What follows belongs to an exercise in optimizing a design on an open flow for small area and a short achievable clock period; a production flow would make more cautious choices.
Where RTL was checked, it was by simulation tests only, not by an equivalence proof against the original.
Function not checked in runs 3 to 8: the RTL went through the layout flow alone.
Power is estimated from default activity; no workload was simulated.

File: design/flow/config.mk
export PLATFORM = sky130hd
export DESIGN_NAME = cic_decimator
export DESIGN_NICKNAME = cic_decimator
export VERILOG_FILES = /design/flow/design.v
export SDC_FILE = /design/flow/constraint.sdc
export NUM_CORES = 4
export LEC_CHECK = 0
export CAP_MARGIN = 20
export CORE_MARGIN = 2
export CORE_UTILIZATION = 60
export CTS_BUF_LIST = sky130_fd_sc_hd__clkbuf_16
export CTS_CLUSTER_DIAMETER = 100
export CTS_CLUSTER_SIZE = 30
export SLEW_MARGIN = 20
File: design/flow/constraint.sdc
create_clock -name core_clock -period 13.0 [get_ports {clk}]
set_input_delay 2.6000 -clock core_clock [delete_from_list [all_inputs] [get_ports {clk}]]
set_output_delay 2.6000 -clock core_clock [all_outputs]
set_load 0.01 [all_outputs]
File: design/flow/design.v
module cic_add #(
    parameter W = 8
) (
    input  wire [W-1:0] a,
    input  wire [W-1:0] b,
    input  wire         ci,
    output wire [W-1:0] s,
    output wire         co
);
    assign {co, s} = a + b + ci;
endmodule
module cic_decimator (
    input   wire            clk         ,
    input   wire            rst         ,
    input   wire    [11:0]  din         ,
    input   wire            din_valid   ,
    output  wire    [36:0]  dout        ,
    output  wire            dout_valid
);
    localparam W  = 37;
    localparam N  = 5;
    localparam K  = 3;                        
    localparam D  = N + K;                    
    function integer LO(input integer k);
        LO = (k * W + K - 1) / K;
    endfunction
    function integer WD(input integer k);
        WD = LO(k + 1) - LO(k);
    endfunction
    reg  [11:0]  xr;
    reg  [3:0]   cnt;
    reg  [D-1:0] vd;
    reg  [D-1:0] rd;
    reg  [D-1:0] dd;
    always @(posedge clk) begin
        xr <= din;
        vd <= {vd[D-2:0], din_valid & ~rst};
        rd <= {rd[D-2:0], rst};
        if (rst) begin
            cnt <= 4'd0;
            dd  <= {D{1'b0}};
        end else begin
            if (din_valid) cnt <= cnt + 4'd1;
            dd  <= {dd[D-2:0], din_valid & (cnt == 4'd15)};
        end
    end
    wire [W-1:0] xs [0:K-1];
    assign xs[0] = {{(W-12){xr[11]}}, xr};
    genvar i, k;
    generate
        for (k = 1; k < K; k = k + 1) begin : XD
            reg [W-1:0] x;
            always @(posedge clk) x <= xs[k-1];
            assign xs[k] = x;
        end
    endgenerate
    wire [W-1:0] acc [0:N];
    assign acc[0] = 0;
    generate
        for (i = 1; i <= N; i = i + 1) begin : INT
            for (k = 0; k < K; k = k + 1) begin : S
                reg  [WD(k)-1:0] a;
                wire [WD(k)-1:0] src = (i == 1) ? xs[k][LO(k) +: WD(k)]
                                                : acc[i-1][LO(k) +: WD(k)];
                wire [WD(k)-1:0] b   = src & {WD(k){vd[i+k-1]}};
                wire [WD(k)-1:0] fb  = a & {WD(k){~rd[i+k-1]}};
                wire [WD(k)-1:0] s;
                wire             ci, co;
                if (k == 0) begin : C
                    assign ci = 1'b0;
                end else begin : C
                    reg c;
                    always @(posedge clk) c <= INT[i].S[k-1].co;
                    assign ci = c;
                end
                cic_add #(.W(WD(k))) u_add (.a(fb), .b(b), .ci(ci), .s(s), .co(co));
                always @(posedge clk) a <= s;
                assign acc[i][LO(k) +: WD(k)] = a;
            end
        end
    endgenerate
    reg  [2:0] ph;                    
    reg        pend, run;
    reg        go, act0, byp0, last0;
    reg  [1:0] grp;                   
    reg  [K-1:1] act_d, byp_d, last_d;
    reg        vout;
    wire cap0   = dd[N];              
    wire cap_n  = dd[N-1];            
    wire [2:0] ph_n = (ph == 3'd4) ? 3'd0 : ph + 3'd1;
    wire pend_n = (cap0 | pend) & ~go;
    wire run_n  = act0 & ~last0;
    wire go_n   = (cap_n | pend_n) & (ph_n == 3'd0);
    wire act_n  = go_n | (run_n & (ph_n != 3'd0));
    wire [K-1:0] act  = {act_d,  act0};
    wire [K-1:0] byp  = {byp_d,  byp0};
    wire [K-1:0] last = {last_d, last0};
    wire         mask = grp[1];
    always @(posedge clk) begin
        if (rst) begin
            ph     <= 3'd0;
            pend   <= 1'b0;
            run    <= 1'b0;
            go     <= 1'b0;
            act0   <= 1'b0;
            byp0   <= 1'b0;
            last0  <= 1'b0;
            grp    <= 2'd0;
            act_d  <= {(K-1){1'b0}};
            byp_d  <= {(K-1){1'b0}};
            last_d <= {(K-1){1'b0}};
            vout   <= 1'b0;
        end else begin
            ph     <= ph_n;
            pend   <= pend_n;
            run    <= run_n;
            go     <= go_n;
            act0   <= act_n;
            byp0   <= go_n & cap_n;
            last0  <= act_n & (ph_n == 3'd4);
            act_d  <= act[K-2:0];
            byp_d  <= byp[K-2:0];
            last_d <= last[K-2:0];
            vout   <= last[K-1];
            if (last[K-1] && !grp[1]) grp <= grp + 2'd1;
        end
    end
    generate
        for (k = 0; k < K; k = k + 1) begin : CB
            reg  [WD(k)-1:0]   cur;
            reg  [N*WD(k)-1:0] rn;            
            reg  [N*WD(k)-1:0] ro;            
            wire [WD(k)-1:0] rn0  = rn[WD(k)-1:0];
            wire [WD(k)-1:0] ro0  = ro[WD(k)-1:0];
            wire [WD(k)-1:0] d5   = acc[N][LO(k) +: WD(k)];
            wire [WD(k)-1:0] opnd = byp[k] ? d5 : cur;
            wire [WD(k)-1:0] old  = ro0 & {WD(k){mask}};
            wire [WD(k)-1:0] diff;
            wire             ci, co;
            if (k == 0) begin : C
                assign ci = 1'b1;
            end else begin : C
                reg c;
                always @(posedge clk) c <= CB[k-1].co;
                assign ci = c;
            end
            cic_add #(.W(WD(k))) u_sub (.a(opnd), .b(~old), .ci(ci), .s(diff), .co(co));
            always @(posedge clk) begin
                rn <= {act[k] ? opnd : rn0, rn[N*WD(k)-1:WD(k)]};
                ro <= {act[k] ? rn0  : ro0, ro[N*WD(k)-1:WD(k)]};
                if (act[k])
                    cur <= diff;
                else if (dd[N+k])
                    cur <= d5;
            end
            assign dout[LO(k) +: WD(k)] = cur;
        end
    endgenerate
    assign dout_valid = vout;
endmodule
File: design/flow/flow/run.sh
#!/bin/bash
# Standard synthesis and layout; the port buffers use a faster cell than
# the one buffer_ports picks by default, and timing repair aims for a
# slack margin so the design closes well under the clock period.
set -euo pipefail
bash standard.sh synth > synth.log 2>&1
bash standard.sh "BUFFER_PORTS_ARGS=-buffer_cell sky130_fd_sc_hd__buf_4" SETUP_SLACK_MARGIN=9.6 finish > layout.log 2>&1
File: design/flow/standard.sh
#!/bin/bash
# synth_recipe.tcl (not shown) runs the flow's synth.tcl, then flattens the netlist and writes it again
# the make line also repeats each setting of config.mk as NAME=value (left out here)
make -C /OpenROAD-flow-scripts/flow DESIGN_CONFIG=/design/flow/config.mk WORK_HOME=/design/flow/orfs CLKGATE_MAP_FILE= SYNTH_SCRIPT=/design/flow/synth_recipe.tcl "${@:-finish}"
==> impl_metrics.ini, run 1 <==
[finish]
nNetsFinal = 2912
final_cells = 3270
fillers = 3615
multi_input_area_um2 = 13300
drive_above_1_share = 0.09476
seq_area_um2 = 13620
diodes = 0
area_growth_pct = 7.353
final_cell_area_um2 = 29540

[synth]
ys_types = 66
synthArstFlopShare = 0
yosysSeqAreaShare = 0.4944
synth-seq-cells = 661
synth_top_area_share = 0.4540
synth_edf_count = 37
yosys.area.top_type = dfxtp_1
postSynthCellCount = 2618
synth.avg_cell_area_um2 = 10.51
ys_warn_count = 1
yosys-top-cells-area = dfxtp_1 45%, ha_1 9.4%, nor2b_1 4.9%, mux2_2 4.6%, edfxtp_1 4.0%
synth_fp_nets = 2870
synthesis.area_um2 = 27520
synth_ff_type = dfxtp_1

[setup_path]
r2r_end = CB[2].cur[10]$_DFFE_PP_
path_cells = buf_6
cp_max_fo = 2
worst_setup_path_end_kind = primary output
worstSetupPathType = register to primary output
critical_path_depth = 1
start_kind = register
reg2reg_from = grp[1]$_SDFFE_PP0P_
cp_slowest_cell = edfxtp_1
cp_num_buf_inv = 1
crit_arrival_ps = 1210
rrSetupSlack_ps = 9770
r2r_cells = 10
cp.required_ps = 10400
path_delay_family = flip-flops
max_stage_delay_ps = 450

[floorplanning]
die_y_um = 218.1
core_area_um2 = 45280
die_w_um = 218.1
rows = 78
io_pins = 53
start_util = 0.6076
dieArea_um2 = 47590

[routing]
viasPerCell = 5.330
post-route-drc-count = 0
ant_nets = 0
vias = 17430
totalWireLength_um = 49260
wl_per_cell_um = 15.06
dr.first_iter.drc_count = 841
dr.pass1.iters = 5

[run]
maxCapViolCount = 0

[clock_tree]
clock_path_buffers = 3
cts_tree = done
root_buffer = clkbuf_16
numCtsBuffers = 26
clk_pin_slew_worst_paths_ps = 110
insertion_delay_ps = 610
htreeDepth = 1
ctsHoldBuffers = 0
cts_sinks = 661

[sta]
final-hold-violation-count = 0
max_freq_mhz = 262.8
skew_ps = 25.49
rsz0062_at_grt = yes
setup_viol = 0
maxSlewViolCount = 0
maxSlewHeadroom = 0.3423
fin_setup_tns_ps = 0
fin_crit_sh = 0.2928
period_minus_slack_ps = 3806
tightest_slew_ps = 986.5

[power_and_ir_drop]
leakage_nw = 12.73
power_w = 0.003467
powerDensity_nw_per_um2 = 117.4
vdd_ir_drop_max_mv = 0.1290

[grt]
grtUsageTotal = 0.2089
grt_max_degree = 47
antenna_found_initial = 0
grt_remaining_overflow = 0
grt_pass1_wl_um = 83080
grt_pass1_vias = 17130

[worst_hold_path]
hp-class = register to register
holdPathStages = 0
worstHoldEndpoint = CB[2].ro[13]$_DFF_P_
min_from = CB[2].ro[25]$_DFF_P_

[place]
io_buffers = 52
dpl.hpwl_um = 36130
dpl_cell_area_um2 = 28450
placed_cells = 3210
place_congestion = 0.8495

[outcome]
run_status = timing/DRC/antenna clean
synthesized netlist by cell type, types with 15 or more instances:
cell type,instances
a2111oi_0,19
a21o_1,46
a21oi_1,149
and2_1,164
clkbuf_1,61
dfxtp_1,624
edfxtp_1,37
fa_1,30
ha_1,207
inv_1,98
mux2_2,112
nand2_1,121
nand2b_1,34
nand3_1,38
nor2_1,159
nor2b_1,215
nor3_1,21
nor4_1,17
o211ai_1,15
o21a_1,26
o21ai_0,70
o21ai_1,17
o21bai_1,22
xnor2_1,105
xor2_1,54
sequential cells by signal, indices dropped and copies added (netlist names), 3 cells and up:
| signal | flops |
|---|---|
| CB.rn | 185 |
| CB.ro | 185 |
| INT.S.a | 185 |
| CB.cur | 37 |
| xr | 12 |
| INT.S.C.c | 10 |
| dd | 8 |
| rd | 7 |
| vd | 7 |
| cnt | 4 |
| ph | 3 |
stage by stage:
stage	util	hold WS [ps]	setup WS, ps
after global routing	0.6523	334.4	9138
after floorplan	-	309.6	9660
after global placement	0.6283	309.5	9673
final	0.6523	325.5	9194
after detailed placement	0.6283	312.1	9579
after CTS	0.6500	328.0	9153
metal layers:
| metal | up-vias | routed length [um] | GRT usage |
|---|---|---|---|
| met5 | - | 0 | 0 |
| met4 | 0 | 669 | 0.04104 |
| met3 | 50 | 1341 | 0.02185 |
| met2 | 207 | 22480 | 0.3497 |
| met1 | 8122 | 24760 | 0.2946 |
| li1 | 9051 | - | - |
where the power goes:
group / switching (W) / leakage (nW) / internal, W
clock network: 0.000611 / 0.399 / 0.000392
registers: 0.0000477 / 5.42 / 0.00213
logic: 0.000152 / 6.91 / 0.000138
worst max path at each step:
| stage | from | to | slack (ps) |
|---|---|---|---|
| floorplan | rst | go$_SDFF_PP0_ | 9660 |
| global placement | byp0$_SDFF_PP0_ | CB[0].cur[10]$_DFFE_PP_ | 9670 |
| detailed placement | byp0$_SDFF_PP0_ | CB[0].cur[10]$_DFFE_PP_ | 9580 |
| CTS | CB[2].cur[10]$_DFFE_PP_ | dout[35] | 9150 |
| global route | CB[2].cur[10]$_DFFE_PP_ | dout[35] | 9140 |
| finish | CB[2].cur[10]$_DFFE_PP_ | dout[35] | 9190 |
cell families (layout without fill, tap and decap cells):
family,count (synthesis),count (layout),share of synthesized area
AND/OR/NAND/NOR,812,812,0.1576
flip-flops,661,661,0.4944
AO/OA/AOI/OAI,459,459,0.1080
adder cells (fa/ha/maj),237,237,0.1160
buffers and inverters,164,216,0.02237
XOR/XNOR,159,159,0.05061
multiplexers,126,126,0.05111
timing repair:
action | 4_1_cts | 5_1_grt
setup endpoints to repair | 40 | 55
gates resized for setup | 33 | 14
buffers inserted | 14 | 8
area by class of cell:
cell class | instances | share of cell area
sequential | 661 | 0.4610
tap | 600 | 0.02542
clock buffer | 26 | 0.02203
multi-input combinational | 1793 | 0.4504
inverter | 99 | 0.01258
timing repair buffer | 79 | 0.02478
clock inverter | 12 | 0.003770
placed cells by master (no fill, tap or decap), types with 70 or more instances in the layout:
cell type  Yosys  final
dfxtp_1      624    614
nor2b_1      215    215
ha_1         207    207
and2_1       164    163
nor2_1       159    159
a21oi_1      149    149
nand2_1      121    121
mux2_2       112    112
inv_1         98    106
xnor2_1      105    105
o21ai_0       70     70
==> run 2, diff against run 1 <==
--- a/design/flow/design.v
+++ b/design/flow/design.v
@@ -148,10 +148,9 @@
             always @(posedge clk) begin
                 rn <= {act[k] ? opnd : rn0, rn[N*WD(k)-1:WD(k)]};
                 ro <= {act[k] ? rn0  : ro0, ro[N*WD(k)-1:WD(k)]};
-                if (act[k])
-                    cur <= diff;
-                else if (dd[N+k])
-                    cur <= d5;
+                cur <= ({WD(k){act[k]}} & diff)
+                     | ({WD(k){~act[k] & dd[N+k]}} & d5)
+                     | ({WD(k){~act[k] & ~dd[N+k]}} & cur);
             end
             assign dout[LO(k) +: WD(k)] = cur;
         end
==> run 2 against run 1 <==
  * Clock power hardly changed
  * Flip-flop and latch count stayed put
  * Fmax is 3.2% higher
  * Wire length is 0.93% higher
  * Via count is 0.54% higher
  * Global-route usage is 0.37 points higher
  * Power is 3.7% higher
  * Critical path type unchanged
  * Critical endpoint is now dout[36]
  * Highest routed layer unchanged
==> impl_metrics.ini, run 2 <==
[outcome]
run_status = timing/DRC/antenna clean

[finish]
drive_above_1_share = 0.1061
area_growth_pct = 7.898
fillers = 3552
final_core_util = 0.6518
final_cell_area_um2 = 29450
diodes = 0
nNetsFinal = 2916
final_common_cell = dfxtp_1
final_cell_mix = 613 x dfxtp_1, 230 x nor2b_1, 207 x ha_1, 160 x and2_1, 130 x a21oi_1
multi_input_area_um2 = 13470
seq_area_um2 = 13300
biggestRegsByFlops = CB.rn x185, CB.ro x185, INT.S.a x185

[clock_tree]
cts_sinks = 661
ctsHoldBuffers = 0
htreeDepth = 1
cts_tree = done
clock_path_buffers = 3
root_buffer = clkbuf_16
insertion_delay_ps = 620
numCtsBuffers = 26
clk_pin_slew_worst_paths_ps = 110

[floorplanning]
die_w_um = 217.3
rows = 78
dieArea_um2 = 47210
die_y_um = 217.3
start_util = 0.6041
core_area_um2 = 45190
io_pins = 53

[power_and_ir_drop]
power_w = 0.003595
powerDensity_nw_per_um2 = 122.1
vdd_ir_drop_max_mv = 0.1474
leakage_nw = 13.06

[setup_path]
cp_num_buf_inv = 1
r2r_cells = 11
cp_max_fo = 3
worst_setup_path_end_kind = primary output
cp_slowest_cell = dfxtp_4
start_kind = register
endpoint = dout[36]
reg2reg_from = rd[3]$_DFF_P_
rrSetupSlack_ps = 9790
max_stage_delay_ps = 370
r2r_end = INT[2].S[2].a[8]$_DFF_P_
worstSetupPathType = register to primary output
critPathLaunch = CB[2].cur[11]$_DFF_P_
cp.required_ps = 10400
path_cells = buf_6
crit_arrival_ps = 1090
critical_path_depth = 1
path_delay_family = flip-flops

[routing]
dr.first_iter.drc_count = 809
ant_nets = 0
dr.pass1.iters = 5
viasPerCell = 5.364
wl_per_cell_um = 15.22
totalWireLength_um = 49720
post-route-drc-count = 0
vias = 17520

[worst_hold_path]
hp-class = register to register

[grt]
antenna_found_initial = 2
grt_remaining_overflow = 0
grt_max_degree = 58
grt_pass1_vias = 17530
grtUsageTotal = 0.2126
grt_pass1_wl_um = 84250

[sta]
period_minus_slack_ps = 3690
skew_ps = 27.74
maxSlewViolCount = 0
fin_crit_sh = 0.2838
final-hold-violation-count = 0
setup_viol = 0
whs_ps = 323.2
fin_setup_tns_ps = 0
maxSlewHeadroom = 0.2863
max_freq_mhz = 271.0
rsz0062_at_grt = yes
tightest_slew_ps = 1070

[synth]
synth_edf_count = 0
synth.avg_cell_area_um2 = 10.48
synthArstFlopShare = 0
synth_ff_type = dfxtp_1
yosys-top-cells-area = dfxtp_1 48%, ha_1 9.5%, nor2b_1 5.3%, mux2_2 4.2%, and2_1 3.7%
synth_common_cells = 661 x dfxtp_1, 230 x nor2b_1, 207 x ha_1
synthesis.area_um2 = 27290
yosysSeqAreaShare = 0.4848
synth_fp_nets = 2856
postSynthCellCount = 2604
yosys.area.top_type = dfxtp_1
ys_warn_count = 1
synth_top_area_share = 0.4848
synth-seq-cells = 661
synth.most_common_cell = dfxtp_1
ys_types = 71

[place]
io_buffers = 52
place_congestion = 0.8705
dpl.hpwl_um = 35890
dpl_cell_area_um2 = 28260

[run]
maxCapViolCount = 0
run 2: layout make-up:
class                           instances  area share
Tap cell                              600     0.02549
Inverter                               97     0.01236
Clock buffer                           26     0.02209
Timing Repair Buffer                   92     0.02829
Sequential cell                       661      0.4516
Multi-Input combinational cell       1786      0.4575
Clock inverter                          5    0.002677
run 2: timing repair:
action / CTS / global route
buffers inserted: 31 / 3
resized for setup: 78 / 6
gates cloned: 0 / 0
endpoints found under the setup margin: 39 / 44
run 2: how the worst min path moves through the flow:
| stage | cells after the start | start | slack [ps] | end |
|---|---|---|---|---|
| after global placement | 0 | CB[0].rn[57]$_DFF_P_ | 310 | CB[0].rn[44]$_DFF_P_ |
| final | 0 | CB[0].rn[34]$_DFF_P_ | 320 | CB[0].rn[21]$_DFF_P_ |
| after global routing | 0 | CB[0].rn[34]$_DFF_P_ | 340 | CB[0].rn[21]$_DFF_P_ |
| after detailed placement | 0 | CB[0].ro[50]$_DFF_P_ | 310 | CB[0].ro[37]$_DFF_P_ |
| after CTS | 0 | CB[0].ro[27]$_DFF_P_ | 330 | CB[0].ro[14]$_DFF_P_ |
| after floorplan | 0 | CB[0].rn[13]$_DFF_P_ | 310 | CB[0].rn[0]$_DFF_P_ |
run 2: per-stage QoR:
step                setup WS (ps)  std cells
floorplan                    9818       2604
global placement             9471       3202
detailed placement           9411       3202
CTS                          9267       3264
global route                 9259       3267
finish                       9310       3267
run 2: cells by family after synthesis:
group	count (synthesis)	share of synthesized area
AO/OA/AOI/OAI	455	0.1096
buffers and inverters	157	0.02159
AND/OR/NAND/NOR	795	0.1601
flip-flops	661	0.4848
adder cells (fa/ha/maj)	237	0.1169
multiplexers	140	0.05602
XOR/XNOR	159	0.05102
run 2: routing by layer:
layer / track usage / wire length (um) / vias to the layer above
met5: 0 / 0 / -
met4: 0.05091 / 1110 / 0
met3: 0.02306 / 1243 / 65
met2: 0.3753 / 23670 / 191
met1: 0.2791 / 23700 / 8253
li1: - / - / 9015
run 2: power breakdown:
part	internal (W)	leakage [nW]	total, W	switching [W]
clock network	0.000388	0.358	0.000990	0.000602
logic	0.000219	7.32	0.000443	0.000224
registers	0.00211	5.38	0.00216	0.0000540
total	0.00271	13.1	0.00359	0.000880
==> run 3, diff against run 2 <==
--- a/design/flow/design.v
+++ b/design/flow/design.v
@@ -1,5 +1,6 @@
 module cic_add #(
-    parameter W = 8
+    parameter W    = 8,
+    parameter FAST = 1
 ) (
     input  wire [W-1:0] a,
     input  wire [W-1:0] b,
@@ -7,7 +8,33 @@
     output wire [W-1:0] s,
     output wire         co
 );
-    assign {co, s} = a + b + ci;
+    generate
+        if (FAST) begin : KS
+            assign {co, s} = a + b + ci;
+        end else begin : BK
+            localparam L = 1 << ($clog2(W) - 1);
+            wire [W-1:0] p = a ^ b;
+            reg  [W-1:0] g, q;            
+            integer i, d;
+            always @* begin
+                g = a & b;
+                q = p;
+                g[0] = g[0] | (q[0] & ci);
+                for (d = 1; d < W; d = d * 2)
+                    for (i = 2 * d - 1; i < W; i = i + 2 * d) begin
+                        g[i] = g[i] | (q[i] & g[i-d]);
+                        q[i] = q[i] & q[i-d];
+                    end
+                for (d = L / 2; d >= 1; d = d / 2)
+                    for (i = 3 * d - 1; i < W; i = i + 2 * d) begin
+                        g[i] = g[i] | (q[i] & g[i-d]);
+                        q[i] = q[i] & q[i-d];
+                    end
+            end
+            assign s  = p ^ {g[W-2:0], ci};
+            assign co = g[W-1];
+        end
+    endgenerate
 endmodule
 module cic_decimator (
     input   wire            clk         ,
@@ -73,7 +100,7 @@
                     always @(posedge clk) c <= INT[i].S[k-1].co;
                     assign ci = c;
                 end
-                cic_add #(.W(WD(k))) u_add (.a(fb), .b(b), .ci(ci), .s(s), .co(co));
+                cic_add #(.W(WD(k)), .FAST(0)) u_add (.a(fb), .b(b), .ci(ci), .s(s), .co(co));
                 always @(posedge clk) a <= s;
                 assign acc[i][LO(k) +: WD(k)] = a;
             end
@@ -144,7 +171,7 @@
                 always @(posedge clk) c <= CB[k-1].co;
                 assign ci = c;
             end
-            cic_add #(.W(WD(k))) u_sub (.a(opnd), .b(~old), .ci(ci), .s(diff), .co(co));
+            cic_add #(.W(WD(k)), .FAST(1)) u_sub (.a(opnd), .b(~old), .ci(ci), .s(diff), .co(co));
             always @(posedge clk) begin
                 rn <= {act[k] ? opnd : rn0, rn[N*WD(k)-1:WD(k)]};
                 ro <= {act[k] ? rn0  : ro0, ro[N*WD(k)-1:WD(k)]};
==> run 3 against run 2 <==
  * Non-clock buffer count increased by 22
  * Critical path depth unchanged
  * Fmax increased by 0.18%
  * Utilization up 1.1 points
  * Highest routed layer unchanged
  * Cell count is 9.2% lower
  * Worst hold slack worse by 0.91 ps
  * Final area down 3.5%
  * Still clean
  * Clock power decreased by 2.4%
  * Register-to-register slack got worse by 50 ps
  * Worst setup slack better by 6.8 ps
  * Flip-flop and latch count did not move
==> impl_metrics.ini, run 3 <==
[setup_path]
max_stage_delay_ps = 370
crit_arrival_ps = 1080
cp_num_buf_inv = 1
cp.required_ps = 10400
cp_max_fo = 3
path_cells = buf_6
cp_slowest_cell = dfxtp_2
start_kind = register
worstSetupPathType = register to primary output
path_delay_family = flip-flops
worst_setup_path_end_kind = primary output

[finish]
diodes = 0
final_cells = 2966
biggestRegsByFlops = CB.rn x185, CB.ro x185, INT.S.a x185
final_common_cell = dfxtp_1
drive_above_1_share = 0.1445
final_cell_area_um2 = 28420
final_cell_mix = 610 x dfxtp_1, 225 x nor2b_1, 182 x ha_1, 135 x and2_1, 113 x nand2_1
area_growth_pct = 9.715
fillers = 3356
nNetsFinal = 2674

[routing]
dr.first_iter.drc_count = 519
vias = 15050
post-route-drc-count = 0
wl_per_cell_um = 14.59
totalWireLength_um = 43270
viasPerCell = 5.074
ant_nets = 0
dr.pass1.iters = 5

[sta]
rsz0062_at_grt = yes
skew_ps = 27.14
tightest_slew_ps = 921.1
fin_crit_sh = 0.2833
maxSlewViolCount = 0
whs_ps = 322.3
period_minus_slack_ps = 3683
maxSlewHeadroom = 0.3851
max_freq_mhz = 271.5
fin_setup_tns_ps = 0
final-hold-violation-count = 0
setup_viol = 0

[synth]
postSynthCellCount = 2307
yosys.area.top_type = dfxtp_1
synth_edf_count = 0
synth.avg_cell_area_um2 = 11.23
synth.most_common_cell = dfxtp_1
yosys-top-cells-area = dfxtp_1 51%, ha_1 8.8%, fa_1 7.6%, nor2b_1 5.5%, mux2_2 4.1%
synth_ff_type = dfxtp_1
synth_common_cells = 661 x dfxtp_1, 226 x nor2b_1, 182 x ha_1
ys_types = 53
yosysSeqAreaShare = 0.5109
synth-seq-cells = 661
synthesis.area_um2 = 25900
ys_warn_count = 3
synthArstFlopShare = 0
synth_top_area_share = 0.5109
synth_fp_nets = 2602

[place]
dpl_cell_area_um2 = 26860
place_congestion = 0.7973
placed_cells = 2886
io_buffers = 52
dpl.hpwl_um = 31110

[floorplanning]
dieArea_um2 = 44840
start_util = 0.6039
core_area_um2 = 42890
die_y_um = 211.8
io_pins = 53
die_w_um = 211.8
rows = 76

[grt]
grt_remaining_overflow = 0
grt_pass1_vias = 15350
grt_pass1_wl_um = 73080
grtUsageTotal = 0.1963
grt_max_degree = 58
antenna_found_initial = 0

[power_and_ir_drop]
leakage_nw = 12.96
powerDensity_nw_per_um2 = 119.3
power_w = 0.003390
vdd_ir_drop_max_mv = 0.1118

[clock_tree]
ctsHoldBuffers = 0
numCtsBuffers = 26
clock_path_buffers = 3
insertion_delay_ps = 610
htreeDepth = 1
root_buffer = clkbuf_16
cts_tree = done
clk_pin_slew_worst_paths_ps = 110
cts_sinks = 661

[worst_hold_path]
hp-class = register to register

[outcome]
run_status = timing/DRC/antenna clean

[run]
maxCapViolCount = 0
-- run 3: final cells by class --
type | count | area [um2] | share of cell area
clock buffer | 26 | 650.6 | 0.02290
clock inverter | 4 | 50.05 | 0.001761
inverter | 106 | 402.9 | 0.01418
multi-input combinational | 1470 | 12180 | 0.4285
sequential | 661 | 13310 | 0.4685
tap | 585 | 732.0 | 0.02576
timing repair buffer | 114 | 1092 | 0.03844
-- run 3: cells by family after synthesis --
kind of cell / Yosys count / share of synthesized area
buffers and inverters: 176 / 0.02560
xor gates and xnor gates: 116 / 0.03923
AOI/OAI and AO/OA: 295 / 0.06928
and+or+nand+nor: 654 / 0.1384
DFF: 661 / 0.5109
muxes: 123 / 0.05213
adders and majority gates: 282 / 0.1644
-- run 3: report_power, final --
part | internal, W | switching (W)
Combinational | 0.000144 | 0.000150
Clock | 0.000370 | 0.000596
Sequential | 0.00209 | 0.0000404
-- run 3: through the flow --
stage	worst slack [ps]	util
after floorplan	9554	-
after global placement	9181	0.6262
after detailed placement	9048	0.6262
after CTS	9277	0.6556
after global routing	9264	0.6626
final	9317	0.6626
-- run 3: path summary, 6_finish.rpt --
check / from / end / slack (ps) / cells after the start
worst max-delay path: CB[0].cur[12]$_DFF_P_ / dout[12] / 9320 / 1
worst min-delay path: CB[0].ro[63]$_DFF_P_ / CB[0].ro[50]$_DFF_P_ / 320 / 0
worst max register to register: vd[4]$_DFF_P_ / INT[4].S[1].a[11]$_DFF_P_ / 9740 / 12
worst min register to register: CB[0].ro[63]$_DFF_P_ / CB[0].ro[50]$_DFF_P_ / 320 / 0
-- run 3: layer usage --
layer / track usage / part of all wire / up-vias
met3: 0.02329 / 0.024 / 37
met1: 0.2665 / 0.49 / 7149
met2: 0.3414 / 0.47 / 127
li1: - / - / 7737
met4: 0.03497 / 0.016 / 0
met5: 0 / 0 / -
-- run 3: repair_timing --
item	in CTS	in global routing
gates cloned	0	2
gates resized for setup	111	45
setup buffers	36	12
pin swaps	4	16
endpoints found under the setup margin	83	70
==> run 4, diff against run 3 <==
--- a/design/flow/design.v
+++ b/design/flow/design.v
@@ -171,7 +171,7 @@
                 always @(posedge clk) c <= CB[k-1].co;
                 assign ci = c;
             end
-            cic_add #(.W(WD(k)), .FAST(1)) u_sub (.a(opnd), .b(~old), .ci(ci), .s(diff), .co(co));
+            cic_add #(.W(WD(k)), .FAST(0)) u_sub (.a(opnd), .b(~old), .ci(ci), .s(diff), .co(co));
             always @(posedge clk) begin
                 rn <= {act[k] ? opnd : rn0, rn[N*WD(k)-1:WD(k)]};
                 ro <= {act[k] ? rn0  : ro0, ro[N*WD(k)-1:WD(k)]};
==> run 4 against run 3 <==
  * Still clean on timing, DRC and antenna
  * Clock power is essentially flat
  * Register-to-register slack is essentially flat
  * Wire length shrank 7.1%
  * Fmax shrank 0.47%
  * Critical path depth is the same
  * Global-route usage shrank 0.76 points
  * Combinational power grew 19%
  * Via count shrank 7.3%
==> impl_metrics.ini, run 4 <==
[outcome]
run_status = timing/DRC/antenna clean

[setup_path]
path_cells = buf_6
cp_max_fo = 3
cp_slowest_cell = dfxtp_4
crit_arrival_ps = 1100
cp_num_buf_inv = 1
cp.required_ps = 10400
worst_setup_path_end_kind = primary output
path_delay_family = flip-flops
worstSetupPathType = register to primary output
max_stage_delay_ps = 380
start_kind = register
rrSetupSlack_ps = 9750

[grt]
grt_pass1_wl_um = 69570
grt_max_degree = 62
grtUsageTotal = 0.1887
antenna_found_initial = 0
grt_pass1_vias = 14420
grt_remaining_overflow = 0

[finish]
nNetsFinal = 2560
area_growth_pct = 8.266
diodes = 0
biggestRegsByFlops = CB.rn x185, CB.ro x185, INT.S.a x185
final_cell_mix = 615 x dfxtp_1, 208 x nor2b_1, 177 x ha_1, 158 x and2_1, 124 x fa_1
drive_above_1_share = 0.1020
final_cell_area_um2 = 27700
final_common_cell = dfxtp_1

[sta]
max_freq_mhz = 270.2
maxSlewHeadroom = 0.3602
tightest_slew_ps = 958.3
period_minus_slack_ps = 3700
setup_viol = 0
timing.final.ws_setup_ps = 9300
fin_crit_sh = 0.2846
skew_ps = 19.25
fin_setup_tns_ps = 0
rsz0062_at_grt = yes
final-hold-violation-count = 0
maxSlewViolCount = 0

[synth]
synth_top_area_share = 0.5173
synth_ff_type = dfxtp_1
synthArstFlopShare = 0
yosys-top-cells-area = dfxtp_1 52%, fa_1 9.9%, ha_1 8.7%, nor2b_1 5.1%, and2_1 3.9%
ys_types = 39
synth_edf_count = 0
synth_common_cells = 661 x dfxtp_1, 208 x nor2b_1, 177 x ha_1
postSynthCellCount = 2179
synth.avg_cell_area_um2 = 11.74
yosys.area.top_type = dfxtp_1
yosysSeqAreaShare = 0.5173
synth.most_common_cell = dfxtp_1
synth_fp_nets = 2497
synthesis.area_um2 = 25580
synth-seq-cells = 661
ys_warn_count = 3

[power_and_ir_drop]
leakage_nw = 13.33
vdd_ir_drop_max_mv = 0.1251
powerDensity_nw_per_um2 = 125.3
power_w = 0.003470

[floorplanning]
dieArea_um2 = 44300
core_area_um2 = 42040
io_pins = 53
start_util = 0.6085
die_y_um = 210.5
rows = 75
die_w_um = 210.5

[routing]
vias = 13960
totalWireLength_um = 40220
ant_nets = 0
post-route-drc-count = 0
dr.pass1.iters = 4
wl_per_cell_um = 14.45
viasPerCell = 5.013
dr.first_iter.drc_count = 513

[place]
io_buffers = 52
dpl.hpwl_um = 29250
place_congestion = 0.7863
dp_slack_ps = 9218
dpl_cell_area_um2 = 26460

[clock_tree]
ctsHoldBuffers = 0
numCtsBuffers = 26
root_buffer = clkbuf_16
cts_sinks = 661
cts_tree = done
insertion_delay_ps = 600
clk_pin_slew_worst_paths_ps = 110
htreeDepth = 1
clock_path_buffers = 3

[worst_hold_path]
hp-class = register to register

[run]
maxCapViolCount = 0
[run 4: cell types whose count changed after synthesis, moves of 15 or more]
cell,before,now
a21o_1,31,61
nor2_1,89,36
o21ai_1,2,36
nor3_1,16,1
nor2b_1,226,208
and2_1,135,159
o21ai_0,70,7
mux2_2,95,33
mux2_1,0,28
fa_1,98,126
xnor2_1,64,45
[run 4: cell families after synthesis]
family	share of synthesized area
compound gates	0.06104
buf+inv	0.02851
xor+xnor	0.03424
fa+ha+maj	0.1852
mux	0.04641
flops	0.5173
simple gates	0.1274
[run 4: cell type report]
cell class | instances | area [um2]
timing repair buffer | 99 | 917.1
multi-input combinational | 1335 | 11650
tap | 539 | 674.4
sequential | 661 | 13300
fill | 3270 | 14340
clock inverter | 5 | 56.30
inverter | 119 | 446.7
clock buffer | 26 | 650.6
[run 4: where the power goes]
| group | switching (W) | internal [W] | leakage [nW] |
|---|---|---|---|
| clock network | 0.000594 | 0.000369 | 0.348 |
| logic | 0.000174 | 0.000177 | 7.59 |
| registers | 0.0000457 | 0.00211 | 5.39 |
| total | 0.000814 | 0.00266 | 13.3 |
[run 4: routing by layer]
metal | share of wire | routed length, um | vias to the layer above | track usage
li1 | - | - | 7172 | -
met1 | 0.50 | 20130 | 6667 | 0.2643
met2 | 0.46 | 18670 | 70 | 0.3207
met3 | 0.017 | 672 | 48 | 0.01982
met4 | 0.019 | 746 | 0 | 0.03691
met5 | 0 | 0 | - | 0
[run 4: what timing repair did]
item,in CTS,in global routing
endpoints found under the setup margin,44,61
setup buffers,33,2
pin swaps,1,2
gates resized for setup,82,18
[run 4: path summary, 6_finish.rpt]
| kind | from | to | depth (start not counted) |
|---|---|---|---|
| max | CB[1].cur[1]$_DFF_P_ | dout[14] | 1 |
| min | CB[0].ro[20]$_DFF_P_ | CB[0].ro[7]$_DFF_P_ | 0 |
| max reg2reg | grp[1]$_SDFFE_PP0P_ | CB[2].cur[11]$_DFF_P_ | 14 |
| min reg2reg | CB[0].ro[20]$_DFF_P_ | CB[0].ro[7]$_DFF_P_ | 0 |
[run 4: metrics by stage]
stage,hold WS (ps),instances,util
global route,334.3,2784,0.6588
global placement,309.6,2718,0.6295
finish,322.9,2784,0.6588
CTS,329.3,2782,0.6571
detailed placement,312.1,2718,0.6295
floorplan,309.6,2179,-
==> run 5, diff against run 4 <==
--- a/design/flow/config.mk
+++ b/design/flow/config.mk
@@ -7,7 +7,7 @@
 export LEC_CHECK = 0
 export CAP_MARGIN = 20
 export CORE_MARGIN = 2
-export CORE_UTILIZATION = 60
+export CORE_UTILIZATION = 70
 export CTS_BUF_LIST = sky130_fd_sc_hd__clkbuf_16
 export CTS_CLUSTER_DIAMETER = 100
 export CTS_CLUSTER_SIZE = 30
==> run 5 against run 4 <==
  * Highest routed layer unchanged
  * Worst hold slack improved by 4.7 ps
  * Still clean on timing, DRC and antenna
  * Cell count shrank 2.5%
  * Clock power is 1% lower
  * Power down 0.18%
  * Global-route usage increased by 3.0 points
==> impl_metrics.ini, run 5 <==
[grt]
antenna_found_initial = 0
grt_max_degree = 61
grt_remaining_overflow = 0
grt_pass1_wl_um = 69540
grtUsageTotal = 0.2191
grt_pass1_vias = 14640

[finish]
final_cell_mix = 615 x dfxtp_1, 208 x nor2b_1, 177 x ha_1, 159 x and2_1, 126 x fa_1
final_core_util = 0.7612
nNetsFinal = 2564
area_growth_pct = 7.899
diodes = 0
drive_above_1_share = 0.1019
multi_input_area_um2 = 11630
final_cells = 2715
biggestRegsByFlops = CB.rn x185, CB.ro x185, INT.S.a x185
final_common_cell = dfxtp_1
seq_area_um2 = 13300
fillers = 2471

[power_and_ir_drop]
powerDensity_nw_per_um2 = 125.5
leakage_nw = 13.33
vdd_ir_drop_max_mv = 0.1303
power_w = 0.003464

[setup_path]
path_delay_family = flip-flops
worstSetupPathType = register to primary output
start_kind = register
cp_max_fo = 2
crit_arrival_ps = 1080
path_cells = buf_6
cp.required_ps = 10400
cp_num_buf_inv = 1
cp_slowest_cell = dfxtp_4
max_stage_delay_ps = 370
worst_setup_path_end_kind = primary output

[synth]
synthArstFlopShare = 0
synth_top_family_by_area = adder cells
synth_fa_ha_area_frac = 0.1852
synth_ff_type = dfxtp_1
synth_xor_area_frac = 0.03424
synth_top_area_share = 0.5173
synth_common_cells = 661 x dfxtp_1, 208 x nor2b_1, 177 x ha_1
postSynthCellCount = 2179
synth_edf_count = 0
yosys.area.top_type = dfxtp_1
synth_mux_area_frac = 0.04641
synth-seq-cells = 661
synthesis.area_um2 = 25580
ys_warn_count = 3
yosysSeqAreaShare = 0.5173
synth.avg_cell_area_um2 = 11.74
synth.most_common_cell = dfxtp_1
synth-compound-area-share = 0.06104
yosys-top-cells-area = dfxtp_1 52%, fa_1 9.9%, ha_1 8.7%, nor2b_1 5.1%, and2_1 3.9%
ys_types = 39
synth_fp_nets = 2497
synthSimpleGateAreaFrac = 0.1274

[routing]
dr.pass1.iters = 4
vias = 14130
viasPerCell = 5.203
post-route-drc-count = 0
wl_per_cell_um = 14.94
ant_nets = 0
totalWireLength_um = 40570
dr.first_iter.drc_count = 481

[sta]
rsz0062_at_grt = yes
max_freq_mhz = 271.4
maxSlewViolCount = 0
skew_ps = 37.46
tightest_slew_ps = 992.5
final-hold-violation-count = 0
period_minus_slack_ps = 3684
fin_crit_sh = 0.2834
fin_setup_tns_ps = 0
setup_viol = 0
maxSlewHeadroom = 0.3374

[outcome]
run_status = timing/DRC/antenna clean

[clock_tree]
clock_path_buffers = 3
htreeDepth = 1
ctsHoldBuffers = 0
cts_tree = done
clk_pin_slew_worst_paths_ps = 100
numCtsBuffers = 26
cts_sinks = 661
root_buffer = clkbuf_16
insertion_delay_ps = 590

[floorplanning]
rows = 70
die_y_um = 195.2
dieArea_um2 = 38090
io_pins = 53
core_area_um2 = 36260
die_w_um = 195.2
start_util = 0.7055

[place]
placed_cells = 2645
dpl.hpwl_um = 29180
place_congestion = 0.7609
io_buffers = 52

[run]
maxCapViolCount = 0

[worst_hold_path]
hp-class = register to register
[run 5: where the power goes]
| group | leakage (nW) | switching (W) | total [W] | internal [W] |
|---|---|---|---|---|
| sequential | 5.39 | 0.0000478 | 0.00216 | 0.00211 |
| clock | 0.344 | 0.000581 | 0.000949 | 0.000368 |
| combinational | 7.60 | 0.000177 | 0.000356 | 0.000179 |
[run 5: repair_timing]
| item | in CTS | in global routing |
|---|---|---|
| pin swaps | 0 | 1 |
| buffers inserted | 36 | 5 |
| gates resized for setup | 81 | 12 |
| endpoints found under the setup margin | 50 | 53 |
[run 5: layer usage]
metal / vias up / wire (um) / track usage
met3: 42 / 964 / 0.02677
met5: - / 0 / 0
met4: 0 / 637 / 0.04100
met2: 110 / 19430 / 0.3794
met1: 6790 / 19550 / 0.3007
li1: 7184 / - / -
[run 5: cell families (layout without fill, tap and decap cells)]
logic type      Yosys count  count (layout)
buf+inv                 183             251
fa+ha+maj               303             303
xor+xnor                100             100
simple gates            572             572
compound gates          252             252
flops                   661             661
mux                     108             108
[run 5: path summary, 6_finish.rpt]
| kind | startpoint | end | slack [ps] | cells after the start |
|---|---|---|---|---|
| max | CB[2].cur[1]$_DFF_P_ | dout[26] | 9320 | 1 |
| min | CB[2].rn[44]$_DFF_P_ | CB[2].rn[32]$_DFF_P_ | 330 | 0 |
| max reg2reg | byp_d[2]$_SDFF_PP0_ | CB[2].cur[11]$_DFF_P_ | 9590 | 13 |
| min reg2reg | CB[2].rn[44]$_DFF_P_ | CB[2].rn[32]$_DFF_P_ | 330 | 0 |
[run 5: layout make-up]
type,count,share of cell area
sequential,661,0.4818
inverter,119,0.01632
multi-input combinational,1335,0.4214
clock inverter,3,0.001813
tap,468,0.02121
clock buffer,26,0.02357
timing repair buffer,103,0.03386
[run 5: through the flow]
step | worst slack [ps] | area (um2) | hold slack (ps)
5_1_grt | 9277 | 27600 | 332.7
3_3_place_gp | 9252 | 26360 | 309.5
3_5_place_dp | 9214 | 26360 | 312.1
4_1_cts | 9291 | 27530 | 327.9
6_report | 9316 | 27600 | 327.7
2_1_floorplan | 9649 | 25590 | 309.6
==> run 6, diff against run 5 <==
==> design/flow/flow/run.sh (replaced) <==
#!/bin/bash
# Standard synthesis and layout; the port buffers use a faster cell than
# the one buffer_ports picks by default, and timing repair aims for a
# slack margin so the design closes well under the clock period.
set -euo pipefail
bash standard.sh synth > synth.log 2>&1
bash standard.sh "BUFFER_PORTS_ARGS=-buffer_cell sky130_fd_sc_hd__buf_2" SETUP_SLACK_MARGIN=9.6 finish > layout.log 2>&1
--- a/design/flow/config.mk
+++ b/design/flow/config.mk
@@ -7,7 +7,7 @@
 export LEC_CHECK = 0
 export CAP_MARGIN = 20
 export CORE_MARGIN = 2
-export CORE_UTILIZATION = 70
+export CORE_UTILIZATION = 60
 export CTS_BUF_LIST = sky130_fd_sc_hd__clkbuf_16
 export CTS_CLUSTER_DIAMETER = 100
 export CTS_CLUSTER_SIZE = 30
==> run 6 against run 5 <==
  * Non-clock buffer count did not move
  * Highest routed layer is now met5
  * Largest cell class unchanged
  * Via count fell by 0.64%
  * Clock-buffer cell count did not move
  * Synthesized cell count did not move
  * Flip-flop and latch count did not move
  * Cell count rose by 2.7%
  * Fmax barely moved
  * Global-route usage fell by 3.1 points
==> impl_metrics.ini, run 6 <==
[outcome]
run_status = timing/DRC/antenna clean

[finish]
drive_above_1_share = 0.1032
diodes = 0
nNetsFinal = 2564
final_cell_mix = 615 x dfxtp_1, 208 x nor2b_1, 177 x ha_1, 158 x and2_1, 126 x fa_1
area_growth_pct = 8.090
final_common_cell = dfxtp_1
final_cell_area_um2 = 27650
biggestRegsByFlops = CB.rn x185, CB.ro x185, INT.S.a x185

[clock_tree]
cts_tree = done
clock_path_buffers = 3
clk_pin_slew_worst_paths_ps = 110
cts_sinks = 661
ctsHoldBuffers = 0
root_buffer = clkbuf_16
insertion_delay_ps = 590
htreeDepth = 1
numCtsBuffers = 26

[synth]
yosysSeqAreaShare = 0.5173
synth.avg_cell_area_um2 = 11.74
synth_ff_type = dfxtp_1
synth-seq-cells = 661
synth_edf_count = 0
yosys-top-cells-area = dfxtp_1 52%, fa_1 9.9%, ha_1 8.7%, nor2b_1 5.1%, and2_1 3.9%
ys_warn_count = 3
yosys.area.top_type = dfxtp_1
synth_top_area_share = 0.5173
synth_common_cells = 661 x dfxtp_1, 208 x nor2b_1, 177 x ha_1
synth_fp_nets = 2497
synthesis.area_um2 = 25580
postSynthCellCount = 2179
synth.most_common_cell = dfxtp_1
ys_types = 39
synthArstFlopShare = 0

[setup_path]
crit_arrival_ps = 1090
cp_slowest_cell = dfxtp_2
cp_max_fo = 2
worst_setup_path_end_kind = primary output
worstSetupPathType = register to primary output
max_stage_delay_ps = 380
path_delay_family = flip-flops
path_cells = buf_6
start_kind = register
cp_num_buf_inv = 1
cp.required_ps = 10400

[power_and_ir_drop]
pwr-share-clk = 0.277
seqPwrFrac = 0.623
leakage_nw = 13.33
vdd_ir_drop_max_mv = 0.1141
p_comb_frac = 0.101
intPower_w = 0.002656
sw_frac_of_total = 0.2336
powerDensity_nw_per_um2 = 125.3
switching_power_w = 0.0008095

[worst_hold_path]
hp-class = register to register

[sta]
setup_viol = 0
fin_setup_tns_ps = 0
fin_crit_sh = 0.2835
maxSlewHeadroom = 0.3680
skew_ps = 26.25
max_freq_mhz = 271.3
tightest_slew_ps = 946.8
rsz0062_at_grt = yes
maxSlewViolCount = 0
period_minus_slack_ps = 3686
final-hold-violation-count = 0

[grt]
grt_max_degree = 62
grt_pass1_vias = 14350
grt_pass1_wl_um = 69660
antenna_found_initial = 1
grt_remaining_overflow = 0
grtUsageTotal = 0.1886

[floorplanning]
start_util = 0.6085
dieArea_um2 = 44300
die_y_um = 210.5
core_area_um2 = 42040
rows = 75
die_w_um = 210.5
io_pins = 53

[run]
maxCapViolCount = 0

[routing]
wl_per_cell_um = 14.46
viasPerCell = 5.036
dr.pass1.iters = 4
dr.first_iter.drc_count = 516
vias = 14040
totalWireLength_um = 40290
ant_nets = 0
post-route-drc-count = 0

[place]
dpl_cell_area_um2 = 26320
io_buffers = 52
dpl.hpwl_um = 29490
place_congestion = 0.7531
[run 6: path summary, 6_finish.rpt]
kind	cells after the start	to	slack, ps	startpoint
hold / removal	0	CB[0].ro[9]$_DFF_P_	330	CB[0].ro[22]$_DFF_P_
hold reg to reg	0	CB[0].ro[9]$_DFF_P_	330	CB[0].ro[22]$_DFF_P_
setup / recovery	1	dout[14]	9310	CB[1].cur[1]$_DFF_P_
setup reg to reg	13	CB[2].cur[11]$_DFF_P_	9560	byp_d[2]$_SDFF_PP0_
[run 6: area by class of cell]
cell class                      instances  area, um2
Timing Repair Buffer                  103      893.4
Multi-Input combinational cell       1335      11630
Clock inverter                          4      56.30
Clock buffer                           26      650.6
Tap cell                              539      674.4
Fill cell                            3305      14390
Inverter                              119      446.7
Sequential cell                       661      13300
[run 6: timing repair]
action                                 CTS  global route
endpoints found under the hold margin    0             0
buffers inserted                        34             7
setup endpoints to repair               49            62
gates resized for setup                 84            13
pin swaps                                0             1
[run 6: routing by layer]
| metal | GRT usage | wire length, um | part of all wire |
|---|---|---|---|
| met5 | 0 | 13 | 0.00032 |
| met4 | 0.03327 | 673 | 0.017 |
| met3 | 0.02712 | 1044 | 0.026 |
| met1 | 0.2655 | 20060 | 0.50 |
| met2 | 0.3151 | 18500 | 0.46 |
[run 6: per-stage QoR]
stage | hold WS [ps] | cells | total power (W) | util | setup slack (ps)
3_3_place_gp | 309.6 | 2716 | 0.002497 | 0.6260 | 9221
3_5_place_dp | 312.1 | 2716 | 0.002513 | 0.6260 | 9158
6_report | 328.1 | 2787 | 0.003465 | 0.6577 | 9314
5_1_grt | 328.5 | 2787 | 0.003634 | 0.6577 | 9273
4_1_cts | 331.0 | 2780 | 0.003504 | 0.6557 | 9275
2_1_floorplan | 309.6 | 2179 | 0.002421 | - | 9649
[run 6: power groups by stage]
stage | Combinational [W] | Sequential (W) | Clock (W)
after detailed placement | 0.000310 | 0.00220 | 0
after CTS | 0.000348 | 0.00216 | 0.000996
final | 0.000348 | 0.00216 | 0.000958
after global routing | 0.000400 | 0.00217 | 0.00106
after global placement | 0.000297 | 0.00220 | 0
after floorplan | 0.000233 | 0.00219 | 0
[run 6: kinds of logic (layout without fill, tap and decap cells)]
family                   Yosys count  count (layout)  share of synthesized area
flip-flops                       661             661                     0.5173
AND/OR/NAND/NOR                  572             572                     0.1274
adder cells (fa/ha/maj)          303             303                     0.1852
AO/OA/AOI/OAI                    252             252                    0.06104
buffers and inverters            183             252                    0.02851
multiplexers                     108             108                    0.04641
XOR/XNOR                         100             100                    0.03424
[run 6: worst reg2reg max path: stages (launching register included)]
cell,delay (ps)
dfxtp_2,590
mux2i_1,190
fa_1,420
fa_1,490
inv_1,80
a21o_1,110
a21oi_1,130
o31ai_2,250
a31oi_1,150
fa_1,450
xnor2_1,210
xnor2_1,140
nand2_1,70
o21ai_1,90
==> run 7, diff against run 6 <==
--- a/design/flow/design.v
+++ b/design/flow/design.v
@@ -108,9 +108,9 @@
     endgenerate
     reg  [2:0] ph;                    
     reg        pend, run;
-    reg        go, act0, byp0, last0;
+    reg        go, act0, last0;
     reg  [1:0] grp;                   
-    reg  [K-1:1] act_d, byp_d, last_d;
+    reg  [K-1:1] act_d, last_d;
     reg        vout;
     wire cap0   = dd[N];              
     wire cap_n  = dd[N-1];            
@@ -120,7 +120,6 @@
     wire go_n   = (cap_n | pend_n) & (ph_n == 3'd0);
     wire act_n  = go_n | (run_n & (ph_n != 3'd0));
     wire [K-1:0] act  = {act_d,  act0};
-    wire [K-1:0] byp  = {byp_d,  byp0};
     wire [K-1:0] last = {last_d, last0};
     wire         mask = grp[1];
     always @(posedge clk) begin
@@ -130,11 +129,9 @@
             run    <= 1'b0;
             go     <= 1'b0;
             act0   <= 1'b0;
-            byp0   <= 1'b0;
             last0  <= 1'b0;
             grp    <= 2'd0;
             act_d  <= {(K-1){1'b0}};
-            byp_d  <= {(K-1){1'b0}};
             last_d <= {(K-1){1'b0}};
             vout   <= 1'b0;
         end else begin
@@ -143,10 +140,8 @@
             run    <= run_n;
             go     <= go_n;
             act0   <= act_n;
-            byp0   <= go_n & cap_n;
             last0  <= act_n & (ph_n == 3'd4);
             act_d  <= act[K-2:0];
-            byp_d  <= byp[K-2:0];
             last_d <= last[K-2:0];
             vout   <= last[K-1];
             if (last[K-1] && !grp[1]) grp <= grp + 2'd1;
@@ -159,8 +154,8 @@
             reg  [N*WD(k)-1:0] ro;            
             wire [WD(k)-1:0] rn0  = rn[WD(k)-1:0];
             wire [WD(k)-1:0] ro0  = ro[WD(k)-1:0];
-            wire [WD(k)-1:0] d5   = acc[N][LO(k) +: WD(k)];
-            wire [WD(k)-1:0] opnd = byp[k] ? d5 : cur;
+            wire [WD(k)-1:0] d5   = INT[N].S[k].s;      
+            wire [WD(k)-1:0] opnd = cur;
             wire [WD(k)-1:0] old  = ro0 & {WD(k){mask}};
             wire [WD(k)-1:0] diff;
             wire             ci, co;
@@ -176,8 +171,8 @@
                 rn <= {act[k] ? opnd : rn0, rn[N*WD(k)-1:WD(k)]};
                 ro <= {act[k] ? rn0  : ro0, ro[N*WD(k)-1:WD(k)]};
                 cur <= ({WD(k){act[k]}} & diff)
-                     | ({WD(k){~act[k] & dd[N+k]}} & d5)
-                     | ({WD(k){~act[k] & ~dd[N+k]}} & cur);
+                     | ({WD(k){~act[k] & dd[N-1+k]}} & d5)
+                     | ({WD(k){~act[k] & ~dd[N-1+k]}} & cur);
             end
             assign dout[LO(k) +: WD(k)] = cur;
         end
==> run 7 against run 6 <==
  * Utilization is 0.57 points higher
  * Via count is 3.7% lower
  * Critical path type unchanged
  * Cell count is 3.7% lower
  * Largest cell class unchanged
==> impl_metrics.ini, run 7 <==
[worst_hold_path]
hp-class = register to register
min_from = CB[0].ro[34]$_DFF_P_
holdPathStages = 0
worstHoldEndpoint = CB[0].ro[21]$_DFF_P_

[clock_tree]
insertion_delay_ps = 600
clk_pin_slew_worst_paths_ps = 110
clock_path_buffers = 3
cts_sinks = 657
root_buffer = clkbuf_16
ctsHoldBuffers = 0
cts_tree = done
numCtsBuffers = 25
htreeDepth = 1

[run]
maxCapViolCount = 0

[synth]
yosys-top-cells-area = dfxtp_1 53%, fa_1 10%, ha_1 8.9%, nor2b_1 4.4%, and2_1 3.7%
synth_ff_type = dfxtp_1
postSynthCellCount = 2080
yosys.area.top_type = dfxtp_1
synth.avg_cell_area_um2 = 12.00
synth_fp_nets = 2398
ys_warn_count = 3
synthArstFlopShare = 0
synth.most_common_cell = dfxtp_1
synth_top_area_share = 0.5268
synth_common_cells = 657 x dfxtp_1, 177 x ha_1, 177 x nor2b_1
synth_edf_count = 0
synthesis.area_um2 = 24970
synth-seq-cells = 657
ys_types = 45
yosysSeqAreaShare = 0.5268

[setup_path]
cp.required_ps = 10400
worstSetupPathType = register to primary output
start_kind = register
reg2reg_from = vd[4]$_DFF_P_
path_delay_family = flip-flops
rrSetupSlack_ps = 9770
cp_num_buf_inv = 1
cp_slowest_cell = dfxtp_4
path_cells = buf_6
r2r_end = INT[3].S[2].a[11]$_DFF_P_
critPathLaunch = CB[1].cur[7]$_DFF_P_
worst_setup_path_end_kind = primary output
crit_arrival_ps = 1110
max_stage_delay_ps = 380
r2r_cells = 11
cp_max_fo = 2

[place]
io_buffers = 52
place_congestion = 0.7956
dpl.hpwl_um = 28900

[grt]
grt_remaining_overflow = 0
grt_pass1_wl_um = 69080
grtUsageTotal = 0.1914
antenna_found_initial = 0
grt_max_degree = 54
grt_pass1_vias = 14010

[sta]
setup_viol = 0
rsz0062_at_grt = yes
max_freq_mhz = 269.7
maxSlewHeadroom = 0.3284
tightest_slew_ps = 1007
maxSlewViolCount = 0
period_minus_slack_ps = 3707
fin_setup_tns_ps = 0
skew_ps = 24.83
final-hold-violation-count = 0
fin_crit_sh = 0.2852

[finish]
diodes = 0
area_growth_pct = 8.739
nNetsFinal = 2470
biggestRegsByFlops = CB.rn x185, CB.ro x185, INT.S.a x185
drive_above_1_share = 0.1287
final_common_cell = dfxtp_1
final_cell_mix = 609 x dfxtp_1, 177 x nor2b_1, 177 x ha_1, 147 x and2_1, 124 x fa_1

[floorplanning]
die_y_um = 208.0
rows = 74
die_w_um = 208.0
dieArea_um2 = 43260
core_area_um2 = 40920
io_pins = 53
start_util = 0.6101

[routing]
dr.pass1.iters = 4
ant_nets = 0
dr.first_iter.drc_count = 421
post-route-drc-count = 0
totalWireLength_um = 40400
viasPerCell = 5.034
vias = 13510
wl_per_cell_um = 15.05

[power_and_ir_drop]
vdd_ir_drop_max_mv = 0.1298
leakage_nw = 12.99
powerDensity_nw_per_um2 = 118.5
power_w = 0.003218

[outcome]
run_status = timing/DRC/antenna clean
run 7: final cells by class:
type / count / area (um2)
multi-input combinational: 1250 / 11210
clock inverter: 2 / 25.02
timing repair buffer: 100 / 889.6
clock buffer: 25 / 625.6
inverter: 118 / 445.4
tap: 532 / 665.6
fill: 3153 / 13770
sequential: 657 / 13290
run 7: worst max path at each step:
stage | to | slack [ps] | cells past startpoint
5_1_grt | dout[20] | 9250 | 1
2_1_floorplan | CB[2].cur[11]$_DFF_P_ | 9640 | 13
6_report | dout[20] | 9290 | 1
3_5_place_dp | INT[4].S[2].a[11]$_DFF_P_ | 9240 | 10
4_1_cts | dout[20] | 9240 | 1
3_3_place_gp | CB[1].cur[11]$_DFF_P_ | 9370 | 11
run 7: timing repair:
action	CTS	global route
pin swaps	0	2
endpoints found under the setup margin	62	62
setup buffers	36	4
gates resized for setup	123	31
gates cloned	0	0
endpoints found under the hold margin	0	0
run 7: cells by family after synthesis:
kind of cell               Yosys count  synth area share
xor gates and xnor gates           100           0.03508
muxes                              106           0.04640
adders and majority gates          303            0.1897
AOI/OAI and AO/OA                  222           0.05823
DFF                                657            0.5268
and+or+nand+nor                    519            0.1175
buffers and inverters              173           0.02631
run 7: power breakdown:
part	internal (W)	switching (W)
Combinational	0.0000903	0.0000992
Clock	0.000352	0.000575
Sequential	0.00207	0.0000338
Total	0.00251	0.000708
run 7: worst register-to-register path: cells and delay by family (launching register included):
kind	cells	cell delay, ps
fa+ha+maj	3	1340
buf+inv	1	180
xor+xnor	1	140
compound gates	5	980
simple gates	1	180
flops	1	320
run 7: metrics by stage:
stage	cells	hold WS [ps]	worst slack, ps	util	area, um2
floorplan	2080	309.6	9640	-	24970
global placement	2617	309.5	9372	0.6291	25740
detailed placement	2617	312.1	9243	0.6291	25740
CTS	2680	308.1	9240	0.6606	27040
global route	2684	333.8	9248	0.6634	27150
finish	2684	317.9	9293	0.6634	27150
run 7: metal layers:
layer | GRT usage | vias to the layer above | routed length, um
li1 | - | 6887 | -
met1 | 0.2711 | 6498 | 20120
met2 | 0.3192 | 84 | 18660
met3 | 0.02294 | 43 | 865
met4 | 0.03791 | 0 | 752
met5 | 0 | - | 0
==> run 8, diff against run 7 <==
--- a/design/flow/config.mk
+++ b/design/flow/config.mk
@@ -7,7 +7,7 @@
 export LEC_CHECK = 0
 export CAP_MARGIN = 20
 export CORE_MARGIN = 2
-export CORE_UTILIZATION = 60
+export CORE_UTILIZATION = 70
 export CTS_BUF_LIST = sky130_fd_sc_hd__clkbuf_16
 export CTS_CLUSTER_DIAMETER = 100
 export CTS_CLUSTER_SIZE = 30
==> run 8 against run 7 <==
  * Worst hold slack improved by 3.9 ps
  * Wire length is 0.32% lower
  * Fmax grew 0.25%
  * Highest routed layer unchanged
  * Combinational power barely moved
  * Via count grew 0.77%
==> impl_metrics.ini, run 8 <==
[synth]
ys_warn_count = 3
yosys-top-cells-area = dfxtp_1 53%, fa_1 10%, ha_1 8.9%, nor2b_1 4.4%, and2_1 3.7%
synth_common_cells = 657 x dfxtp_1, 177 x ha_1, 177 x nor2b_1
synth.avg_cell_area_um2 = 12.00
postSynthCellCount = 2080
synth.most_common_cell = dfxtp_1
synth_edf_count = 0
yosysSeqAreaShare = 0.5268
synthArstFlopShare = 0
synth_ff_type = dfxtp_1
ys_types = 45
synth-seq-cells = 657
synthesis.area_um2 = 24970
synth_top_area_share = 0.5268
yosys.area.top_type = dfxtp_1
synth_fp_nets = 2398

[clock_tree]
root_buffer = clkbuf_16
htreeDepth = 1
clock_path_buffers = 3
cts_tree = done
insertion_delay_ps = 600
clk_pin_slew_worst_paths_ps = 110
cts_sinks = 657
numCtsBuffers = 25

[routing]
wl_per_cell_um = 15.39
ant_nets = 0
dr.pass1.iters = 4
viasPerCell = 5.205
dr.first_iter.drc_count = 489
post-route-drc-count = 0
totalWireLength_um = 40270
vias = 13620

[setup_path]
worst_setup_path_end_kind = primary output
r2r_cells = 10
cp_slowest_cell = dfxtp_4
path_cells = buf_6
worstSetupPathType = register to primary output
cp_max_fo = 2
max_stage_delay_ps = 380
cp_num_buf_inv = 1
critical_path_depth = 1
rrSetupSlack_ps = 9760
crit_arrival_ps = 1100
path_delay_family = flip-flops
reg2reg_from = rd[3]$_DFF_P_
start_kind = register
r2r_end = INT[3].S[1].a[11]$_DFF_P_
cp.required_ps = 10400

[finish]
diodes = 0
biggestRegsByFlops = CB.rn x185, CB.ro x185, INT.S.a x185
drive_above_1_share = 0.1304
final_cells = 2616
area_growth_pct = 8.464
final_cell_mix = 610 x dfxtp_1, 177 x nor2b_1, 177 x ha_1, 147 x and2_1, 121 x fa_1
final_core_util = 0.7670
fillers = 2338
final_common_cell = dfxtp_1
nNetsFinal = 2473

[sta]
tightest_slew_ps = 998.0
setup_viol = 0
fin_crit_sh = 0.2845
rsz0062_at_grt = yes
skew_ps = 15.06
whs_ps = 321.9
maxSlewViolCount = 0
fin_setup_tns_ps = 0
period_minus_slack_ps = 3698
final-hold-violation-count = 0
maxSlewHeadroom = 0.3347
max_freq_mhz = 270.4

[place]
io_buffers = 52
dpl.hpwl_um = 28370
place_congestion = 0.8114
placed_cells = 2548

[power_and_ir_drop]
leakage_nw = 13.00
vdd_ir_drop_max_mv = 0.2221
powerDensity_nw_per_um2 = 118.7

[grt]
grt_pass1_wl_um = 68100
grtUsageTotal = 0.2251
grt_pass1_vias = 14140
antenna_found_initial = 0
grt_remaining_overflow = 0
grt_max_degree = 50

[worst_hold_path]
hp-class = register to register
holdPathStages = 0
worstHoldEndpoint = CB[0].ro[43]$_DFF_P_
min_from = CB[0].ro[56]$_DFF_P_

[floorplanning]
die_w_um = 192.9
die_y_um = 192.9
io_pins = 53
rows = 69
core_area_um2 = 35310
start_util = 0.7071
dieArea_um2 = 37200

[run]
maxCapViolCount = 0

[outcome]
run_status = timing/DRC/antenna clean
## run 8: cells by family after synthesis
family	share of synthesized area
DFF	0.5268
and+or+nand+nor	0.1175
AOI/OAI and AO/OA	0.05823
buffers and inverters	0.02631
muxes	0.04640
xor gates and xnor gates	0.03508
adders and majority gates	0.1897
## run 8: power by group
| group | internal, W | total [W] | switching (W) |
|---|---|---|---|
| clock | 0.000352 | 0.000923 | 0.000572 |
| combinational | 0.0000902 | 0.000191 | 0.000100 |
| sequential | 0.00207 | 0.00210 | 0.0000319 |
| total | 0.00251 | 0.00321 | 0.000704 |
## run 8: per-layer routing
metal / part of all wire / track usage
met2: 0.47 / 0.3819
met1: 0.49 / 0.3171
met5: 0 / 0
met3: 0.020 / 0.02346
met4: 0.016 / 0.04052
## run 8: worst max path at each step
stage,startpoint,endpoint,slack (ps)
5_1_grt,CB[0].cur[6]$_DFF_P_,dout[6],9260
4_1_cts,CB[0].cur[6]$_DFF_P_,dout[6],9260
3_3_place_gp,rd[4]$_DFF_P_,INT[3].S[2].a[11]$_DFF_P_,9290
2_1_floorplan,rd[6]$_DFF_P_,CB[2].cur[11]$_DFF_P_,9640
6_report,CB[0].cur[2]$_DFF_P_,dout[2],9300
3_5_place_dp,rd[4]$_DFF_P_,INT[3].S[2].a[11]$_DFF_P_,9180
## run 8: final cells by class
type | count | area [um2] | area share
clock inverters | 2 | 25.02 | 0.0009240
clock buffers | 25 | 625.6 | 0.02310
multi-input cells | 1250 | 11220 | 0.4143
inverters | 118 | 445.4 | 0.01645
flip-flops and latches | 657 | 13290 | 0.4906
repair buffers | 103 | 903.4 | 0.03336
well taps | 461 | 576.8 | 0.02130
## run 8: per-stage QoR
stage / power (W) / cell area, um2 / setup slack (ps)
after global placement: 0.002319 / 25670 / 9292
after CTS: 0.003242 / 26960 / 9263
after floorplan: 0.002278 / 24970 / 9640
after global routing: 0.003351 / 27080 / 9256
after detailed placement: 0.002330 / 25670 / 9185
final: 0.003215 / 27080 / 9302
## run 8: what timing repair did
action,CTS,global route
gates resized for setup,124,27
setup endpoints to repair,61,57
buffers inserted,36,5
pin swaps,0,3
endpoints found under the hold margin,0,0
hold buffers,0,0

[re-timing with driven ports]
How much do the figures lean on ideal ports? The routed layouts below were timed once more, with nothing changed but the port constraints. Step 1, drivers: a clkbuf_16 drives clk and a buf_2 each remaining input, both assumed. Step 2 adds t to the input delays and takes it off the output delays; t is the mean of the earliest and latest rising clock arrival at the registers after step 1. Input paths then give back, and output paths get back, about the clock's delay inside the block. Slacks: ideal ports / drivers / drivers and shift; pairs: ideal ports / drivers.
run | t (ns) | setup slack, ns | worst hold slack (ns) | slew at the worst register clock pin (ns) | pins driven straight from the clock port
run 1 | 0.656 | 9.194 / 9.136 / 9.694 | 0.325 / 0.325 / 0.325 | 0.12 / 0.12 | 1
run 2 | 0.659 | 9.310 / 9.256 / 9.529 | 0.323 / 0.323 / 0.323 | 0.13 / 0.13 | 1
run 3 | 0.651 | 9.317 / 9.258 / 9.526 | 0.322 / 0.322 / 0.322 | 0.12 / 0.12 | 1
run 4 | 0.645 | 9.300 / 9.244 / 9.608 | 0.323 / 0.323 / 0.323 | 0.12 / 0.12 | 1
run 5 | 0.625 | 9.316 / 9.263 / 9.586 | 0.328 / 0.328 / 0.328 | 0.11 / 0.11 | 1
run 6 | 0.638 | 9.314 / 9.258 / 9.478 | 0.328 / 0.328 / 0.328 | 0.11 / 0.11 | 1
run 7 | 0.652 | 9.293 / 9.233 / 9.593 | 0.318 / 0.318 / 0.318 | 0.11 / 0.11 | 1
run 8 | 0.639 | 9.302 / 9.251 / 9.574 | 0.322 / 0.322 / 0.322 | 0.11 / 0.11 | 1
After both steps setup and hold are still met in every run listed.
